Background: an optimization exercise with open tools, aiming at small area and a short achievable clock period. Do not read the settings as production practice. Function was checked by simulation only, so behaviour that the tests miss may differ from the original.

==> trial 85: inputs <==
Design synth, start of the top module:
module synth (reset, freqs, play, clk, out, volume);
	parameter num_notes = 6;
	input logic reset, clk;    
	input logic [5:0] play; 				 
	input logic [71:0] freqs;   	 
	output logic signed [23:0] out; 		 
	logic signed [5:0][23:0] note; 		 
	logic signed [5:0][23:0] tri_note;   
	input logic [23:0] volume; 
	logic [5:0][11:0] freqs_a;
	logic [num_notes-1:0][3:0] volume_a;
	assign freqs_a = freqs;
	assign volume_a = volume;
	genvar n;
	generate
		for (n=0; n<num_notes; n = n+1) begin : all_notes
			Triangle_wave tr_note (.freq(freqs_a[n]), .clk(clk), .out(tri_note[n]), .reset, .stop(~play[n]), .volume(volume_a[n]));
		end
	endgenerate
	assign note = tri_note;
	logic signed [31:0] numerator;
	assign numerator = 
    (play[0] ? (({{8{note[0][23]}}, note[0]})) : 0) + 
    (play[1] ? (({{8{note[1][23]}}, note[1]})) : 0) + 
    (play[2] ? (({{8{note[2][23]}}, note[2]})) : 0) +
    (play[3] ? (({{8{note[3][23]}}, note[3]})) : 0) +
    (play[4] ? (({{8{note[4][23]}}, note[4]})) : 0) +
	 ((({{8{note[5][23]}}, note[5]})));
	logic signed [31:0] denominator;
	assign denominator = (play[0]+play[1]+play[2]+play[3]+play[4]+1'b1);
	assign out = numerator/denominator;
endmodule
==> module Triangle_wave, before the edit <==
module Triangle_wave (freq, clk, out, reset, stop, volume);
	input logic stop;
	input logic [11:0] freq;
	logic signed [16:0] x_val;
	logic signed [12:0] signed_freq;
	assign signed_freq	= {{1'b0},freq};
	input logic clk;
	output logic signed [23:0] out;
	input logic reset;
	input logic [3:0] volume;
	logic signed [23:0] x_val_logical;
	logic signed [31:0] amplitude;
	logic signed [31:0] slope;
	logic signed [31:0] sampling_rate;
	logic [31:0] negative_amp;
	assign negative_amp	= 32'b11111111111000000000000000000000;
	assign sampling_rate = 48000;
	assign amplitude =  32'b00000000010000000000000000000000;
	assign slope = 4*(amplitude/sampling_rate);
	always_ff @(posedge clk) begin
		if (reset) x_val<='0;
		else if ((x_val+signed_freq)>=48000) x_val<=(x_val+signed_freq)-48000;
		else if (stop) begin
			if (((x_val<(12000-freq))|(x_val>12000+freq))&(((x_val<(36000-freq))|(x_val>36000+freq))))
				x_val<=x_val+signed_freq;
			else x_val<=12000;
		end
		else x_val<=x_val+signed_freq;
	end
	always_comb begin
		if (x_val>= 24000) x_val_logical = 48000-x_val;
		else x_val_logical = x_val;
		out = (slope * x_val_logical+negative_amp+40576)>>>volume;  
	end
endmodule
==> module synth, before the edit <==
module synth (reset, freqs, play, clk, out, volume);
	parameter num_notes = 6;
	input logic reset, clk;    
	input logic [5:0] play; 				 
	input logic [71:0] freqs;   	 
	output logic signed [23:0] out; 		 
	logic signed [5:0][23:0] note; 		 
	logic signed [5:0][23:0] tri_note;   
	input logic [23:0] volume; 
	logic [5:0][11:0] freqs_a;
	logic [num_notes-1:0][3:0] volume_a;
	assign freqs_a = freqs;
	assign volume_a = volume;
	genvar n;
	generate
		for (n=0; n<num_notes; n = n+1) begin : all_notes
			Triangle_wave tr_note (.freq(freqs_a[n]), .clk(clk), .out(tri_note[n]), .reset, .stop(~play[n]), .volume(volume_a[n]));
		end
	endgenerate
	assign note = tri_note;
	logic signed [31:0] numerator;
	assign numerator = 
    (play[0] ? (({{8{note[0][23]}}, note[0]})) : 0) + 
    (play[1] ? (({{8{note[1][23]}}, note[1]})) : 0) + 
    (play[2] ? (({{8{note[2][23]}}, note[2]})) : 0) +
    (play[3] ? (({{8{note[3][23]}}, note[3]})) : 0) +
    (play[4] ? (({{8{note[4][23]}}, note[4]})) : 0) +
	 ((({{8{note[5][23]}}, note[5]})));
	logic signed [31:0] denominator;
	assign denominator = (play[0]+play[1]+play[2]+play[3]+play[4]+1'b1);
	assign out = numerator/denominator;
endmodule
Settings: LEC_CHECK=0, CAP_MARGIN=20, CORE_MARGIN=2, CORE_UTILIZATION=40, SLEW_MARGIN=20; clock period 120.0 ns.
run.sh (not shown) runs the stock make flow with config.mk's settings and CLKGATE_MAP_FILE= SYNTH_SCRIPT=/design/flow/synth_recipe.tcl, a recipe that flattens the netlist after the stock synthesis.
==> trial 70 (differences from trial 85) <==
==> flow/design.v (replaced) <==
module Triangle_wave (freq, clk, out, reset, stop, volume);
	input  logic        clk, reset, stop;
	input  logic [11:0] freq;
	input  logic [3:0]  volume;
	output logic [23:0] out;
	logic signed [14:0] v;
	logic               h;
	logic signed [14:0] a, am, fv, fs;
	assign fs   = {3'b000, freq};
	logic               park, turn;
	assign a    = v + fs;
	assign fv   = fs - v;
	assign park = stop & ~a[14] & ~fv[14];           
	assign turn = (a >= 15'sd12000);
	assign am   = a - 15'sd24000;
	always_ff @(posedge clk) begin
		if (reset) begin
			v <= -15'sd12000;
			h <= 1'b0;
		end else if (park) begin
			v <= '0;
			h <= 1'b0;
		end else if (turn) begin
			v <= am;
			h <= ~h;
		end else begin
			v <= a;
		end
	end
	logic signed [14:0] u;
	logic signed [21:0] q;
	logic        [31:0] s;
	assign u = h ? -v : v;
	assign q = 22'sd87 * u + 22'sd529856;
	assign s = {{8{q[21]}}, q, 2'b00};
	assign out = s >> volume;
endmodule
module synth (reset, freqs, play, clk, out, volume);
	input  logic        reset, clk;
	input  logic [5:0]  play;
	input  logic [71:0] freqs;
	input  logic [23:0] volume;
	output logic [23:0] out;
	logic [5:0][23:0] w;
	genvar n;
	generate
		for (n = 0; n < 6; n = n + 1) begin : all_notes
			Triangle_wave tr_note (.freq(freqs[12*n +: 12]), .clk(clk), .out(w[n]), .reset(reset),
				.stop(~play[n]), .volume(volume[4*n +: 4]));
		end
	endgenerate
	logic signed [26:0] S;
	assign S = (play[0] ? {{3{w[0][23]}}, w[0]} : 27'd0) + (play[1] ? {{3{w[1][23]}}, w[1]} : 27'd0)
	         + (play[2] ? {{3{w[2][23]}}, w[2]} : 27'd0) + (play[3] ? {{3{w[3][23]}}, w[3]} : 27'd0)
	         + (play[4] ? {{3{w[4][23]}}, w[4]} : 27'd0) + {{3{w[5][23]}}, w[5]};
	logic [2:0] cnt;
	assign cnt = play[0] + play[1] + play[2] + play[3] + play[4];
	logic m3, m5;
	logic [1:0] k;
	always_comb begin
		m3 = 0; m5 = 0; k = 0;
		case (cnt)
			3'd1: k = 1;
			3'd2: m3 = 1;
			3'd3: k = 2;
			3'd4: m5 = 1;
			3'd5: begin m3 = 1; k = 1; end
			default: ;
		endcase
	end
	logic [26:0] Q;
	logic [2:0]  r [27];
	logic [3:0]  t [26];
	always_comb begin
		Q[26] = S[26];
		r[26] = S[26] ? (m5 ? 3'd4 : m3 ? 3'd2 : 3'd0) : 3'd0;
		for (int i = 25; i >= 0; i--) begin
			t[i] = {r[i+1], S[i]};
			if (m5) begin
				Q[i] = t[i] >= 5;
				r[i] = Q[i] ? t[i] - 5 : t[i];
			end else if (m3) begin
				Q[i] = t[i] >= 3;
				r[i] = Q[i] ? t[i] - 3 : t[i];
			end else begin
				Q[i] = S[i];
				r[i] = 0;
			end
		end
	end
	logic [23:0] Qs;
	logic        inexact;
	always_comb begin
		case (k)
			2'd1: begin Qs = Q[24:1]; inexact = (r[0] != 0) | Q[0]; end
			2'd2: begin Qs = Q[25:2]; inexact = (r[0] != 0) | (Q[1:0] != 0); end
			default: begin Qs = Q[23:0]; inexact = (r[0] != 0); end
		endcase
	end
	assign out = Qs + (S[26] & inexact);
endmodule
==> run summary <==
metric	trial 70	trial 85
Area of the multi-input gates	35700 um^2	61900 um^2
Highest achievable clock rate	0.0113 GHz	0.00870 GHz
# fillers	10800	17400
Total die area	108000 um^2	175000 um^2
NumNets Final	6526	10900
GR Util met2	33.4%	40.1%
Worst path depth	184	321
CTS resizes	0	22
Fraction of standard cell area that is sequential	4.28%	2.76%
Met3 wire length	4210 um	7230 um
Multiplexer area fraction after synthesis	7.54%	3.82%
Portion of synthesized cell area occupied by the leading cell type	17.7%	16.2%
Clock Skews	0.0118 ns	0.0166 ns
Run status	timing/DRC/antenna clean	timing/DRC/antenna clean
Register bit total from synthesis	96	102
Final critical path time including I/O delays and setup	88.63 ns	115.00 ns
Detailed-routing wirelength on met1	49500 um	98700 um
Period Utilization, post-route	73.9%	95.8%
Violation count after the first detailed-route iteration	2208	4746
Mapped Area	42100 um^2	68600 um^2
Post-CTS Repair Setup Buffers	0	2
Worst hold margin	0.693 ns	0.626 ns
Gate Count Post-Synth	5502	9470
Die extent in x	328 um	418 um

==> afterwards: timing with drivers on the ports <==
No port has a modelled driver above. Below, the same layouts with a new extraction and two added sets of constraints. Step 1, drivers: a clkbuf_16 drives clk and a buf_2 each remaining input, both assumed. Step 2 times the ports against the registers' clock, not the clock port: input delays grow and output delays shrink by t, the midpoint of the rising clock arrivals with the driver on. Slacks: ideal / step 1 / step 2; pairs: ideal / step 1.
run | t (ns) | setup WS [ns] | worst setup path at the end | worst register clock-pin slew, ns | cell pins on the clock port's net
trial 85 | 0.512 | 4.999 / 4.946 / 4.946 | input to output | 0.10 / 0.10 | 1
trial 70 | 0.452 | 31.371 / 31.277 / 31.277 | input to output | 0.08 / 0.08 | 1
After both steps every run listed still meets setup and hold. For trial 70, which loses most, drivers alone change the setup slack by -0.094 ns; drivers and shift together by -0.094 ns.
